This design comes from an exercise in tuning for small area, a short achievable clock period and few clock cycles per item on the open sky130 flow, not from production work.

the reference run:
==> flow/design.v <==
module ysyx_23060136_EXU_DIV(
        input                 clk           ,
        input                 rst           ,
        input         [63:0]  dividend      ,
        input         [63:0]  divisor       ,
        input                 div_valid     ,
        input                 divw          ,
        input                 div_signed    ,
        output                div_ready     ,
        output                div_out_valid ,
        output        [63:0]  quotient      ,
        output        [63:0]  remainder
 );
    localparam [2:0] S_IDLE  = 3'd0,
                     S_PREP  = 3'd1,
                     S_ITER  = 3'd2,
                     S_CORR  = 3'd3,
                     S_REST  = 3'd4,
                     S_DONE  = 3'd5;
    wire        sa_in = div_signed & (divw ? dividend[31] : dividend[63]);
    wire        sb_in = div_signed & (divw ? divisor[31]  : divisor[63]);
    wire        qn_in = sa_in ^ sb_in;
    wire [64:0] a_ext = divw ? {{33{sa_in}}, dividend[31:0]} : {sa_in, dividend};
    wire [65:0] b_ext = divw ? {{34{sb_in}}, divisor[31:0]}  : {{2{sb_in}}, divisor};
    wire [6:0]  lza, lzb;
    ysyx_23060136_EXU_DIV_lzc u_lza (.x(a_ext[63:0] ^ {64{sa_in}}), .z(lza));
    ysyx_23060136_EXU_DIV_lzc u_lzb (.x(b_ext[63:0] ^ {64{sb_in}}), .z(lzb));
    wire [5:0]  lzbc  = lzb[5:0] | {6{lzb[6]}};
    wire        dz_in = lzb[6] & ~sb_in;                     
    wire [63:0] q_ones = divw ? (qn_in ? 64'hffffffff00000001 : 64'h00000000ffffffff)
                              : (qn_in ? 64'h0000000000000001 : 64'hffffffffffffffff);
    logic [2:0]  state;
    logic [65:0] R;          
    logic [65:0] D;          
    logic [63:0] Q;
    logic [6:0]  lza_r;
    logic [6:0]  lzb_r;      
    logic        dz;         
    logic        sa, qneg;
    logic        sub;        
    logic        kx;         
    wire [65:0] y    = D ^ {66{sub}};
    wire        cin  = sub;
    wire [65:0] sum;
    ysyx_23060136_EXU_DIV_add u_add (.a(R), .b(y), .cin(cin), .s(sum));
    wire [65:0] cpre = {R[64:0] | y[64:0], cin};
    wire        zero = &(~(R ^ y ^ cpre));
    wire        sub_n = (sum[65] | (zero & sa)) ^ kx;
    wire        acc   = sub_n ^ qneg;
    wire        fin   = sub ^ qneg;
    wire [5:0]  dd   = lzb_r[5:0] - lza_r[5:0];
    wire        early = dz | (lzb_r < lza_r);
    wire [65:0] d_sh = D << dd;
    wire        last = (lzb_r[5:0] == 6'd0);
    always_ff @(posedge clk) begin
        if (rst) begin
            state <= S_IDLE;
        end
        else begin
            case (state)
            S_IDLE:  if (div_valid) state <= S_PREP;
            S_PREP:  state <= early ? S_IDLE : (acc ? S_ITER : (qneg ? S_REST : S_DONE));
            S_ITER:  if (last) state <= S_CORR;
            S_CORR:  state <= fin ? S_IDLE : S_DONE;
            S_REST:  state <= S_DONE;
            default: state <= S_IDLE;
            endcase
        end
    end
    wire [65:0] a_ld = {a_ext[64], a_ext};
    always_ff @(posedge clk) begin
        case (state)
        S_PREP:         R <= qneg ? sum : a_ld;
        S_ITER, S_CORR: R <= sum;
        default:        R <= a_ld;
        endcase
    end
    always_ff @(posedge clk) begin
        case (state)
        S_PREP:  D <= d_sh;
        S_ITER:  D <= last ? b_ext : {D[65], D[65:1]};
        default: D <= b_ext;
        endcase
    end
    always_ff @(posedge clk) begin
        case (state)
        S_IDLE: begin
            Q     <= dz_in ? q_ones : 64'b0;
            lza_r <= lza;
            dz    <= dz_in;
            lzb_r <= {1'b0, lzbc} + {6'b0, sa_in};
            sa    <= sa_in;
            qneg  <= qn_in;
            sub   <= ~qn_in;
            kx    <= ~sa_in ^ qn_in;
        end
        S_PREP: begin
            lzb_r <= {1'b0, dd};
            Q   <= {64{qneg}};
        end
        S_ITER: begin
            sub <= sub_n;
            Q   <= {Q[62:0], sub_n};
            lzb_r <= lzb_r - 7'd1;
        end
        S_REST: begin
            Q <= 64'b0;
        end
        default: ;
        endcase
    end
    assign div_ready     = (state == S_IDLE);
    assign div_out_valid = (state == S_DONE) | ((state == S_PREP) & early) |
                           ((state == S_CORR) & fin);
    assign quotient      = Q;
    assign remainder     = R[63:0];
endmodule
module ysyx_23060136_EXU_DIV_add(
        input         [65:0]  a,
        input         [65:0]  b,
        input                 cin,
        output        [65:0]  s
 );
    localparam N = 67;
    wire [N-1:0] g [0:7];
    wire [N-1:0] p [0:7];
    assign g[0] = {a & b, cin};
    assign p[0] = {a ^ b, 1'b0};
    genvar l, i;
    generate
        for (l = 0; l < 7; l = l + 1) begin : lv
            for (i = 0; i < N; i = i + 1) begin : bt
                if ((i >> l) & 1) begin : m
                    localparam integer J = ((i >> l) << l) - 1;
                    assign g[l+1][i] = g[l][i] | (p[l][i] & g[l][J]);
                    assign p[l+1][i] = p[l][i] & p[l][J];
                end
                else begin : t
                    assign g[l+1][i] = g[l][i];
                    assign p[l+1][i] = p[l][i];
                end
            end
        end
    endgenerate
    assign s = p[0][66:1] ^ g[7][65:0];
endmodule
module ysyx_23060136_EXU_DIV_lzc(
        input         [63:0]  x,
        output        [6:0]   z
 );
    wire [31:0]     v1;
    wire [31:0]     c1;
    wire [15:0]     v2;
    wire [15:0][1:0] c2;
    wire [7:0]      v3;
    wire [7:0][2:0] c3;
    wire [3:0]      v4;
    wire [3:0][3:0] c4;
    wire [1:0]      v5;
    wire [1:0][4:0] c5;
    genvar i;
    generate
        for (i = 0; i < 32; i = i + 1) begin : g1
            assign v1[i] = x[2*i+1] | x[2*i];
            assign c1[i] = ~x[2*i+1];
        end
        for (i = 0; i < 16; i = i + 1) begin : g2
            assign v2[i] = v1[2*i+1] | v1[2*i];
            assign c2[i] = v1[2*i+1] ? {1'b0, c1[2*i+1]} : {1'b1, c1[2*i]};
        end
        for (i = 0; i < 8; i = i + 1) begin : g3
            assign v3[i] = v2[2*i+1] | v2[2*i];
            assign c3[i] = v2[2*i+1] ? {1'b0, c2[2*i+1]} : {1'b1, c2[2*i]};
        end
        for (i = 0; i < 4; i = i + 1) begin : g4
            assign v4[i] = v3[2*i+1] | v3[2*i];
            assign c4[i] = v3[2*i+1] ? {1'b0, c3[2*i+1]} : {1'b1, c3[2*i]};
        end
        for (i = 0; i < 2; i = i + 1) begin : g5
            assign v5[i] = v4[2*i+1] | v4[2*i];
            assign c5[i] = v4[2*i+1] ? {1'b0, c4[2*i+1]} : {1'b1, c4[2*i]};
        end
    endgenerate
    assign z = (v5[1] | v5[0]) ? (v5[1] ? {2'b00, c5[1]} : {2'b01, c5[0]}) : 7'd64;
endmodule
export LEC_CHECK = 0
export CAP_MARGIN = 20
export CORE_MARGIN = 2
export CORE_UTILIZATION = 40
export SETUP_SLACK_MARGIN = 2.0
export SLEW_MARGIN = 20
create_clock -name core_clock -period 6.5 [get_ports {clk}]
standard.sh (not shown) runs the stock make flow with config.mk's settings and CLKGATE_MAP_FILE= SYNTH_SCRIPT=/design/flow/synth_recipe.tcl, a recipe that flattens the netlist after the stock synthesis.
==> flow/flow/run.sh <==
#!/bin/bash
# Standard layout, with plain buffers (sky130_fd_sc_hd__buf_1) on the ports
# instead of the delay buffers buffer_ports picks by default.
set -euo pipefail
export BUFFER_PORTS_ARGS="-buffer_cell sky130_fd_sc_hd__buf_1"
bash standard.sh > standard_flow.log 2>&1
What the trial run does differently from the reference run at the input level:
==> flow/design.v, changed modules only <==
module ysyx_23060136_EXU_DIV(
        input                 clk           ,
        input                 rst           ,
        input         [63:0]  dividend      ,
        input         [63:0]  divisor       ,
        input                 div_valid     ,
        input                 divw          ,
        input                 div_signed    ,
        output                div_ready     ,
        output                div_out_valid ,
        output        [63:0]  quotient      ,
        output        [63:0]  remainder
 );
    localparam [2:0] S_IDLE  = 3'd0,
                     S_PREP  = 3'd1,
                     S_ITER  = 3'd2,
                     S_CORR  = 3'd3,
                     S_REST  = 3'd4,
                     S_DONE  = 3'd5;
    wire        sa_in = div_signed & (divw ? dividend[31] : dividend[63]);
    wire        sb_in = div_signed & (divw ? divisor[31]  : divisor[63]);
    wire        qn_in = sa_in ^ sb_in;
    wire [64:0] a_ext = divw ? {{33{sa_in}}, dividend[31:0]} : {sa_in, dividend};
    wire [65:0] b_ext = divw ? {{34{sb_in}}, divisor[31:0]}  : {{2{sb_in}}, divisor};
    wire [6:0]  lza, lzb;
    ysyx_23060136_EXU_DIV_lzc u_lza (.x(a_ext[63:0] ^ {64{sa_in}}), .z(lza));
    ysyx_23060136_EXU_DIV_lzc u_lzb (.x(b_ext[63:0] ^ {64{sb_in}}), .z(lzb));
    wire [5:0]  lzbc  = lzb[5:0] | {6{lzb[6]}};
    wire        dz_in = lzb[6] & ~sb_in;                     
    wire [63:0] q_ones = divw ? (qn_in ? 64'hffffffff00000001 : 64'h00000000ffffffff)
                              : (qn_in ? 64'h0000000000000001 : 64'hffffffffffffffff);
    logic [2:0]  state;
    logic [65:0] R;          
    logic [65:0] D;          
    logic [63:0] Q;
    logic [5:0]  cnt;
    logic [6:0]  lza_r;
    logic [6:0]  lzb_r;      
    logic        dz;         
    logic        sa, qneg;
    logic        sub;        
    wire [65:0] y    = D ^ {66{sub}};
    wire        cin  = sub;
    wire [65:0] sum;
    ysyx_23060136_EXU_DIV_add u_add (.a(R), .b(y), .cin(cin), .s(sum));
    wire [65:0] cpre = {R[64:0] | y[64:0], cin};
    wire        zero = &(~(R ^ y ^ cpre));
    wire        acc  = sa ? (sum[65] | zero) : ~sum[65];
    wire        sub_n = acc ^ qneg;
    wire [5:0]  dd   = lzb_r[5:0] - lza_r[5:0];
    wire        early = dz | (lzb_r < lza_r);
    wire [65:0] d_sh = D << dd;
    wire        last = (cnt == 6'd0);
    always_ff @(posedge clk) begin
        if (rst) begin
            state <= S_IDLE;
        end
        else begin
            case (state)
            S_IDLE:  if (div_valid) state <= S_PREP;
            S_PREP:  state <= early ? S_IDLE : (acc ? S_ITER : (qneg ? S_REST : S_DONE));
            S_ITER:  if (last) state <= acc ? S_DONE : S_CORR;
            S_CORR:  state <= S_DONE;
            S_REST:  state <= S_DONE;
            default: state <= S_IDLE;
            endcase
        end
    end
    wire [65:0] a_ld = {a_ext[64], a_ext};
    always_ff @(posedge clk) begin
        case (state)
        S_PREP:         R <= qneg ? sum : a_ld;
        S_ITER, S_CORR: R <= sum;
        default:        R <= a_ld;
        endcase
    end
    always_ff @(posedge clk) begin
        case (state)
        S_PREP:  D <= d_sh;
        S_ITER:  D <= last ? b_ext : {D[65], D[65:1]};
        default: D <= b_ext;
        endcase
    end
    always_ff @(posedge clk) begin
        case (state)
        S_IDLE: begin
            Q     <= dz_in ? q_ones : 64'b0;
            lza_r <= lza;
            dz    <= dz_in;
            lzb_r <= {1'b0, lzbc} + {6'b0, sa_in};
            sa    <= sa_in;
            qneg  <= qn_in;
            sub   <= ~qn_in;
        end
        S_PREP: begin
            cnt <= dd;
            Q   <= {64{qneg}};
        end
        S_ITER: begin
            sub <= sub_n;
            Q   <= {Q[62:0], sub_n};
            cnt <= cnt - 6'd1;
        end
        S_REST: begin
            Q <= 64'b0;
        end
        default: ;
        endcase
    end
    assign div_ready     = (state == S_IDLE);
    assign div_out_valid = (state == S_DONE) | ((state == S_PREP) & early);
    assign quotient      = Q;
    assign remainder     = R[63:0];
endmodule
Notes after the runs:
- Summary — area of the multi-input gates, the trial run relative to the reference run: lower, by about 0.6%.
- The trial run: final setup slack of the worst path lower than the reference run
- Between the reference run and the trial run, the final cell area excluding filler cells figures differ only marginally.
- Compared with the reference run, the trial run instantiates a larger number of cells.
- The lower post-synthesis instance total of the reference run and the trial run is in the reference run.
- The final reports for the trial run and the reference run show share of the cycle needed by the critical path after routing higher in the former.
No functional check of the RTL was part of any run of this note.

[what the ideal ports hide]
In the flow no input, the clock included, has a driving cell. The finished layouts below were timed again as built, in two steps.
Step 1 sets driving cells, clkbuf_16 on the clock port and buf_2 on the other inputs (assumed; they add their load-dependent delay and slew).
Step 2 times the ports against the registers' clock, not the clock port: input delays grow and output delays shrink by t, the midpoint of the rising clock arrivals with the driver on.
Slacks: no drivers / after step 1 / after step 2; pairs: no drivers / after step 1.
run | t, ns | setup slack, ns | hold WS [ns] | slew at the worst register clock pin (ns) | pins driven straight from the clock port
the reference run | 0.637 | 2.108 / 2.108 / 1.602 | 0.541 / 0.541 / 0.541 | 0.07 / 0.07 | 1
the trial run | 0.631 | 2.026 / 2.026 / 1.563 | 0.546 / 0.546 / 0.546 | 0.07 / 0.07 | 1
After both steps setup and hold are still met in every run listed. The setup slack of the reference run, which loses most, moves by 0.000 ns with the drivers and by -0.506 ns with both steps.
